What follows belongs to an exercise in optimizing a design on an open flow for small area, a short achievable clock period and few clock cycles per item; a production flow would make more cautious choices.
In this exercise RTL edits were held to simulation tests only and were not proved equivalent to the original.

oak:
## ifft_top
module ifft_top (
    input  wire        clk,
    input  wire        rst,
    input  wire        ifft_enable,
    input  wire [15:0] in_0_real,
    input  wire [15:0] in_1_real,
    input  wire [15:0] in_2_real,
    input  wire [15:0] in_3_real,
    input  wire [15:0] in_4_real,
    input  wire [15:0] in_5_real,
    input  wire [15:0] in_6_real,
    input  wire [15:0] in_7_real,
    input  wire [15:0] in_8_real,
    input  wire [15:0] in_9_real,
    input  wire [15:0] in_10_real,
    input  wire [15:0] in_11_real,
    input  wire [15:0] in_0_imag,
    input  wire [15:0] in_1_imag,
    input  wire [15:0] in_2_imag,
    input  wire [15:0] in_3_imag,
    input  wire [15:0] in_4_imag,
    input  wire [15:0] in_5_imag,
    input  wire [15:0] in_6_imag,
    input  wire [15:0] in_7_imag,
    input  wire [15:0] in_8_imag,
    input  wire [15:0] in_9_imag,
    input  wire [15:0] in_10_imag,
    input  wire [15:0] in_11_imag,
    output wire [15:0] ifft_out_real,
    output wire [15:0] ifft_out_imag,
    output wire        finish
);
make LEC_CHECK=0 CAP_MARGIN=50 CORE_MARGIN=2 CORE_UTILIZATION=40 SLEW_MARGIN=50 finish   # period 13.6 ns
run.sh (not shown) runs the stock make flow with config.mk's settings and CLKGATE_MAP_FILE= SYNTH_SCRIPT=/design/flow/synth_recipe.tcl, a recipe that flattens the netlist after the stock synthesis.
Testbench counts of oak, summed over its fixed seeds: cycles 11,264, items 512.
Edits applied to the flow inputs when going from oak to pine:
Settings: CAP_MARGIN now 80, was 50; SLEW_MARGIN now 80, was 50.
Results
pine: PASS, flow complete, no timing, DRC or antenna violations
In pine, the post-placement setup slack came out 330 ps above the value in oak.
Placed wire-length estimate: pine > oak
From oak to pine the numbers moved as follows: core utilization increased 3.0 points; core region area held; fmax up about 7%.
Delta (pine minus oak): setup slack saw an increase; final-report setup violation count shows no meaningful change.
Worst hold margin | pine below oak
Setup changes, pine to birch
Settings: changing SLEW_MARGIN from 80 to 20; changing CAP_MARGIN from 80 to 20.
==> run summary <==
Every run (pine and birch) finished clean.
Worst setup path endpoint = G0r[14]: pine; worst setup path endpoint = g3i[14]: birch


ifft_top, a different RTL version from the one above (not shown whole).
Size: ~5900 cells after synthesis, roughly 1000 flip-flops, roughly 420 I/O pins, ~0.061 sq mm of cells after synthesis.
clock: 13.6 ns
lec_check: 0
cap_margin: 20
core_margin: 2
core_utilization: 40
slew_margin: 20
Testbench counts at the start, summed over its fixed seeds: cycles 11,264, items 512.
Rerun with:
- CAP_MARGIN: 20 -> 80
- SLEW_MARGIN: 20 -> 80
=> Critical path depth rises by 2; worst setup slack degrades by 94 ps; clock-buffer cell count went up by 8; design area went up by a few percent; synthesized cell count does not change; via count goes up by a few percent; final cell count goes up slightly; wire length grows slightly.


Another version of the RTL of ifft_top (not shown whole).
For scale: about 5200 cells after synthesis, ~420 I/O pins.
export LEC_CHECK = 0
export ABC_CLOCK_PERIOD_IN_PS = 3500
export CAP_MARGIN = 20
export CORE_MARGIN = 2
export CORE_UTILIZATION = 40
export SLEW_MARGIN = 20
create_clock -name core_clock -period 13.6 [get_ports {clk}]
Testbench counts at the start, summed over its fixed seeds: cycles 12,800, items 512.
Rerun with:
--- a/flow/config.mk
+++ b/flow/config.mk
@@ -7,3 +7,3 @@
 export LEC_CHECK = 0
-export ABC_CLOCK_PERIOD_IN_PS = 3500
+export ABC_CLOCK_PERIOD_IN_PS = 2500
 export CAP_MARGIN = 20
The changed run passed the timing, design-rule and antenna checks.
Register-to-register slack is about the same.
Cell area stays the same.


run 1:
Another version of the RTL of ifft_top (not shown whole).
Size in the first run: roughly 5900 cells after synthesis, about 1000 flip-flops, about 420 I/O pins.
make LEC_CHECK=0 CAP_MARGIN=20 CORE_MARGIN=2 CORE_UTILIZATION=40 SLEW_MARGIN=20 finish   # period 13.6 ns
Run 1 went all the way through the flow, and no timing, DRC or antenna check failed.
Testbench counts of run 1, summed over its fixed seeds: cycles 10,752, items 512.
Input changes introduced in run 2 (baseline for comparison: run 1):
- SLEW_MARGIN changed from 20 to 80
- CAP_MARGIN changed from 20 to 80
==> comparison <==
The final layouts of run 1 and run 2 pass the timing, design-rule and antenna checks. Run 1 -> run 2: number of flops mapped to enable cells by yosys delta 0, exact match. Per the comparison of run 2 with run 1, total of clock buffers placed in the layout now sits lower; number of buffers added by the clock tree synthesis step now sits higher; maximum frequency now sits higher; multi-input combinational cell count now sits at about the same level. Looking at minimum period implied by the final worst setup slack across run 1 and run 2, the one that comes out higher is run 1. In run 2 the latest clock arrival within the worst-skew pair turned out 0.02 ns lower than in run 1. Run 1 → run 2: all-layer global routing usage went up; total number of vias went up.


== alpha ==
ifft_top, a different RTL version from the one above (not shown whole).
Size: roughly 5,400 cells after synthesis, roughly 0.061 mm2 of cells after synthesis.
Settings: LEC_CHECK=0, CAP_MARGIN=20, CORE_MARGIN=2, CORE_UTILIZATION=40, SLEW_MARGIN=20; clock period 13.6 ns.
Testbench counts of alpha, summed over its fixed seeds: cycles 11,264, items 512.
Inputs modified between alpha and beta:
- changing CORE_UTILIZATION from 40 to 65
- alpha → beta: final non-filler cell area lost about 1.8%; minimum clock period moved up.
- Against alpha, beta comes in 7.5 ps lower on hold slack.
## Diff of input files: gamma against beta
- CAP_MARGIN: 20 -> 80
- SLEW_MARGIN: 20 -> 80
- CORE_UTILIZATION: 65 -> 40
## What came out
gamma vs beta, total wire length after detailed routing went up by about 5.4%. When the final numbers for gamma and beta were put side by side, the required time at the worst-slack endpoint turned out to be greater in beta. gamma vs beta — number of buffers created by CTS climbed by a few percent. Die width ends up higher on gamma.
Changes in delta relative to gamma:
- CAP_MARGIN changed from 80 to 20
- SLEW_MARGIN changed from 80 to 20
- CORE_UTILIZATION changed from 40 to 60
- PLACE_DENSITY newly set to 0.8
[summary]
The logic depth of the worst register-to-register path reported for delta is smaller than that of gamma by 3. The routed via count of delta exceeds that of gamma by 0.79%. Per the comparison of delta with gamma, number of antenna violations at the first check in global routing fell by 1, global-route usage moved up.
Inputs modified between delta and epsilon:
- swapping 60 for 40 in CORE_UTILIZATION
- putting CTS_BUF_LIST at sky130_fd_sc_hd__clkbuf_4 sky130_fd_sc_hd__clkbuf_8 where nothing was set
- clearing PLACE_DENSITY, which used to be 0.8
--- outcome ---
Cell depth of the worst hold path: delta vs epsilon identical
NOTE number of placed instances with taps included delta->epsilon increased by more than 10%
The more densely filled core belongs to delta, not epsilon.
[epsilon] worst setup slack for register-to-register paths rose 20 ps relative to delta
Summary of epsilon over delta: final critical-path share of the clock period has decreased, largest incremental delay on the critical path has decreased, multi-input combinational cell count has remained practically unchanged.
Looking at critical path's slowest cell, the dfxtp_4 result is from epsilon; the xnor2_1 one comes from delta.
Relative to delta, worst setup slack after placement decreased by 62 ps in epsilon.

[re-timing with driven ports]
How much do the figures lean on ideal ports? The routed layouts below were timed once more, with nothing changed but the port constraints.
Step 1 assumes that a clkbuf_16 drives the clock port and a buf_2 every other input.
Step 2 moves the port delays by t, midway between the first and last clock arrival at a register: inputs arrive t later, outputs are due t later. That takes back most of the time a late clock gives input paths.
Three values: no drivers, after step 1, after step 2; two values: the first two.
run | shift t [ns] | slack for setup (ns) | worst setup path after step 2 | worst register clock-pin slew, ns
oak | 0.807 | 8.518 / 8.518 / 8.518 | register to register | 0.07 / 0.07
pine | 0.796 | 8.841 / 8.841 / 8.841 | register to register | 0.07 / 0.07
birch | 0.796 | 8.142 / 8.142 / 8.142 | register to register | 0.07 / 0.07
the first run of note 2 | 0.802 | 8.772 / 8.772 / 8.772 | register to register | 0.07 / 0.07
the second run of note 2 | 0.815 | 8.678 / 8.678 / 8.678 | register to register | 0.07 / 0.07
the first run of note 3 | 0.817 | 7.769 / 7.769 / 7.769 | register to register | 0.07 / 0.07
the second run of note 3 | 0.817 | 7.769 / 7.769 / 7.769 | register to register | 0.07 / 0.07
run 1 | 0.831 | 8.651 / 8.651 / 8.651 | register to register | 0.07 / 0.07
run 2 | 0.816 | 8.694 / 8.694 / 8.694 | register to register | 0.07 / 0.07
alpha | 0.822 | 8.966 / 8.966 / 8.966 | register to register | 0.07 / 0.07
beta | 0.774 | 8.844 / 8.844 / 8.844 | register to register | 0.07 / 0.07
gamma | 0.827 | 9.185 / 9.104 / 9.197 | register to register | 0.07 / 0.07
delta | 0.774 | 8.910 / 8.910 / 8.910 | register to register | 0.07 / 0.07
epsilon | 0.996 | 8.935 / 8.935 / 8.935 | register to register | 0.07 / 0.07
After both steps setup and hold are still met in every run listed.
